This design comes from an exercise in tuning for small area and a short achievable clock period on the open sky130 flow, not from production work.

==> run a: inputs <==
// residual_block
module residual_block (
    input clk,
    input rst,
    input start,
    output reg done,
    input  signed [127:0] input_tensor,
    input  [7:0]  conv1_weights_flat,
    input  [7:0]  conv1_bias_flat,
    input  [31:0] conv2_weights_flat,
    input  [7:0]  conv2_bias_flat,
    input  [7:0]  conv3_weights_flat,
    input  [7:0]  conv3_bias_flat,
    input  [7:0]  conv_shortcut_weights_flat,
    input  [7:0]  conv_shortcut_bias_flat,
    output reg signed [71:0] output_tensor
);
clock: 10.0 ns
lec_check: 0
cap_margin: 20
core_margin: 2
core_utilization: 40
slew_margin: 20
run.sh (not shown) runs the stock make flow with config.mk's settings and CLKGATE_MAP_FILE= SYNTH_SCRIPT=/design/flow/synth_recipe.tcl, a recipe that flattens the netlist after the stock synthesis.
==> run b: changes against run a <==
--- a/flow/design.v
+++ b/flow/design.v
@@ -26,41 +26,44 @@
         end else begin
             if (cnt != 4'd11) cnt <= cnt + 4'd1;
             if (cnt == 4'd11) done <= 1'b1;
         end
     end
-    reg [1:0] oh, ow;
+    wire [3:0] cnt_n = !start ? 4'd0 : (cnt != 4'd11) ? cnt + 4'd1 : cnt;
+    reg [1:0] ohn, own;
     always @(*) begin
-        case (cnt)
-            4'd0: begin oh = 2'd0; ow = 2'd0; end
-            4'd1: begin oh = 2'd0; ow = 2'd1; end
-            4'd2: begin oh = 2'd0; ow = 2'd2; end
-            4'd3: begin oh = 2'd1; ow = 2'd0; end
-            4'd4: begin oh = 2'd1; ow = 2'd1; end
-            4'd5: begin oh = 2'd1; ow = 2'd2; end
-            4'd6: begin oh = 2'd2; ow = 2'd0; end
-            4'd7: begin oh = 2'd2; ow = 2'd1; end
-            default: begin oh = 2'd2; ow = 2'd2; end
+        case (cnt_n)
+            4'd0: begin ohn = 2'd0; own = 2'd0; end
+            4'd1: begin ohn = 2'd0; own = 2'd1; end
+            4'd2: begin ohn = 2'd0; own = 2'd2; end
+            4'd3: begin ohn = 2'd1; own = 2'd0; end
+            4'd4: begin ohn = 2'd1; own = 2'd1; end
+            4'd5: begin ohn = 2'd1; own = 2'd2; end
+            4'd6: begin ohn = 2'd2; own = 2'd0; end
+            4'd7: begin ohn = 2'd2; own = 2'd1; end
+            default: begin ohn = 2'd2; own = 2'd2; end
         endcase
     end
-    reg [7:0] X0, X1, X2, X3, WR0, WR1, WR2, WR3, XS;
-    reg [1:0] r0, r1, c0, c1;
-    always @(*) begin
-        r0 = oh[0] ? oh + 2'd1 : oh;     
-        r1 = oh[0] ? oh : oh + 2'd1;     
-        c0 = ow[0] ? ow + 2'd1 : ow;
-        c1 = ow[0] ? ow : ow + 2'd1;
+    reg hr0, hr1, hc0, hc1, ohp, owp;
+    always @(posedge clk) begin
+        hr0 <= ohn != 2'd0;
+        hr1 <= ohn == 2'd2;
+        hc0 <= own != 2'd0;
+        hc1 <= own == 2'd2;
+        ohp <= ohn[0];
+        owp <= own[0];
     end
+    reg [7:0] X0, X1, X2, X3, WR0, WR1, WR2, WR3, XS;
     always @(posedge clk) begin
-        X0  <= input_tensor[{r0, c0}*8 +: 8];
-        X1  <= input_tensor[{r0, c1}*8 +: 8];
-        X2  <= input_tensor[{r1, c0}*8 +: 8];
-        X3  <= input_tensor[{r1, c1}*8 +: 8];
-        WR0 <= conv2_weights_flat[{oh[0], ow[0]}*8 +: 8];
-        WR1 <= conv2_weights_flat[{oh[0], ~ow[0]}*8 +: 8];
-        WR2 <= conv2_weights_flat[{~oh[0], ow[0]}*8 +: 8];
-        WR3 <= conv2_weights_flat[{~oh[0], ~ow[0]}*8 +: 8];
+        X0  <= input_tensor[{hr0, 1'b0, hc0, 1'b0}*8 +: 8];
+        X1  <= input_tensor[{hr0, 1'b0, hc1, 1'b1}*8 +: 8];
+        X2  <= input_tensor[{hr1, 1'b1, hc0, 1'b0}*8 +: 8];
+        X3  <= input_tensor[{hr1, 1'b1, hc1, 1'b1}*8 +: 8];
+        WR0 <= conv2_weights_flat[{ohp, owp}*8 +: 8];
+        WR1 <= conv2_weights_flat[{ohp, ~owp}*8 +: 8];
+        WR2 <= conv2_weights_flat[{~ohp, owp}*8 +: 8];
+        WR3 <= conv2_weights_flat[{~ohp, ~owp}*8 +: 8];
         XS  <= input_tensor[cnt*8 +: 8];
     end
     reg [7:0] w1r, w3r, b1r, b2r, b3r, wsr;
     always @(posedge clk) begin
         w1r <= conv1_weights_flat;
@@ -959,14 +962,33 @@
     wire n857 = (n851 & n852) | (n851 & n854) | (n852 & n854);
     wire n858 = T3[14] ^ T3[15];
     wire n859 = Cp[7] ^ n858;
     wire n860 = n853 ^ n855;
     wire n861 = n859 ^ n860;
+    wire n862 = T3[0] ^ Cp[0] ^ U3[0];
+    wire n863 = (T3[0] & Cp[0]) | (T3[0] & U3[0]) | (Cp[0] & U3[0]);
+    wire n864 = U3[1] ^ n863 ^ n842;
+    wire n865 = (U3[1] & n863) | (U3[1] & n842) | (n863 & n842);
+    wire n866 = U3[2] ^ n844 ^ n865;
+    wire n867 = (U3[2] & n844) | (U3[2] & n865) | (n844 & n865);
+    wire n868 = U3[3] ^ n846 ^ n867;
+    wire n869 = (U3[3] & n846) | (U3[3] & n867) | (n846 & n867);
+    wire n870 = U3[4] ^ n848 ^ n847;
+    wire n871 = (U3[4] & n848) | (U3[4] & n847) | (n848 & n847);
+    wire n872 = U3[5] ^ n849 ^ n850;
+    wire n873 = (U3[5] & n849) | (U3[5] & n850) | (n849 & n850);
+    wire n874 = U3[6] ^ n873 ^ n856;
+    wire n875 = (U3[6] & n873) | (U3[6] & n856) | (n873 & n856);
+    wire n876 = U3[7] ^ n861;
+    wire n877 = n857 ^ n876;
     wire [7:0] T4_a = {n861, n856, n849, n848, n846, n844, n842, T3[0]};
     wire [7:0] T4_b = {n857, 1'b0, n850, n847, 1'b0, 1'b0, 1'b0, Cp[0]};
+    wire [7:0] TU4_a = {n877, n874, n872, n869, n868, n866, n864, n862};
+    wire [7:0] TU4_b = {n875, 1'b0, n871, n870, 1'b0, 1'b0, 1'b0, 1'b0};
     wire [7:0] T = T4_a + T4_b;
-    wire [7:0] O = T[7] ? U3 - 8'd1 : T + U3;
+    wire [7:0] TU = TU4_a + TU4_b;
+    wire [7:0] O = T[7] ? U3 - 8'd1 : TU;
     wire [3:0] jw = cnt - 4'd3;
     integer j;
     always @(posedge clk) begin
         for (j = 0; j < 9; j = j + 1)
             if (start && !done && cnt >= 4'd3 && jw == j)
Settings changed: ABC_CLOCK_PERIOD_IN_PS from default to 3500, CTS_BUF_LIST from default to sky130_fd_sc_hd__clkbuf_4 sky130_fd_sc_hd__clkbuf_8.
==> impl_metrics.ini <==
[run_status]
run_status = no timing/DRC/antenna violations

[floorplan]
dieArea_um2 = 49090

[critical_path]
regToRegEndpoint = Yr[7]$_DFF_P_
cp_max_fo = 21

[logic_synthesis]
synth_async_sr_flop_share = 0.01730
synth_compound_area_frac = 0.01408

[drt]
wire_per_inst_um = 19.76

[layout]
finish.utilization = 0.5077
area_delta_synth_final_pct = 25.11
nets = 2349

[power_and_ir_drop]
p_leak_uw = 0.009520
Source of the figures above: run b

==> impl_metrics.ini <==
[power_and_ir_drop]
p_leak_uw = 0.009496

[run_status]
run_status = no timing/DRC/antenna violations

[drt]
wire_per_inst_um = 18.74

[floorplan]
dieArea_um2 = 48520

[logic_synthesis]
synth_top_family_by_area = adder cells
synth_compound_area_frac = 0.02113
synth_async_sr_flop_share = 0.01767

[layout]
antenna_cells = 1
Source of the figures above: run a

No run of this note included a check of the RTL's function; only the layout flow was run.

-- separate check: timing with driven ports --
The flow's constraints put no driver on any port. The routed layouts listed below were extracted and timed again, unchanged, in two steps.
Step 1 assumes that a clkbuf_16 drives the clock port and a buf_2 every other input.
Step 2, shift: input delay + t, output delay - t, t = (earliest + latest rising clock arrival at the registers) / 2. This alone moves slack from input paths to output paths.
Slacks: ideal ports / drivers / drivers and shift; pairs: ideal ports / drivers.
run	t (ns)	setup WS [ns]	worst setup path after step 2	worst data-port slew with drivers (ns)
run a	0.632	5.428 / 5.428 / 5.428	register to register	0.08
run b	0.652	5.566 / 5.566 / 5.340	input to register	0.10
After both steps every run listed still meets setup and hold. The setup slack of run b, which loses most, moves by 0.000 ns with the drivers and by -0.226 ns with both steps.
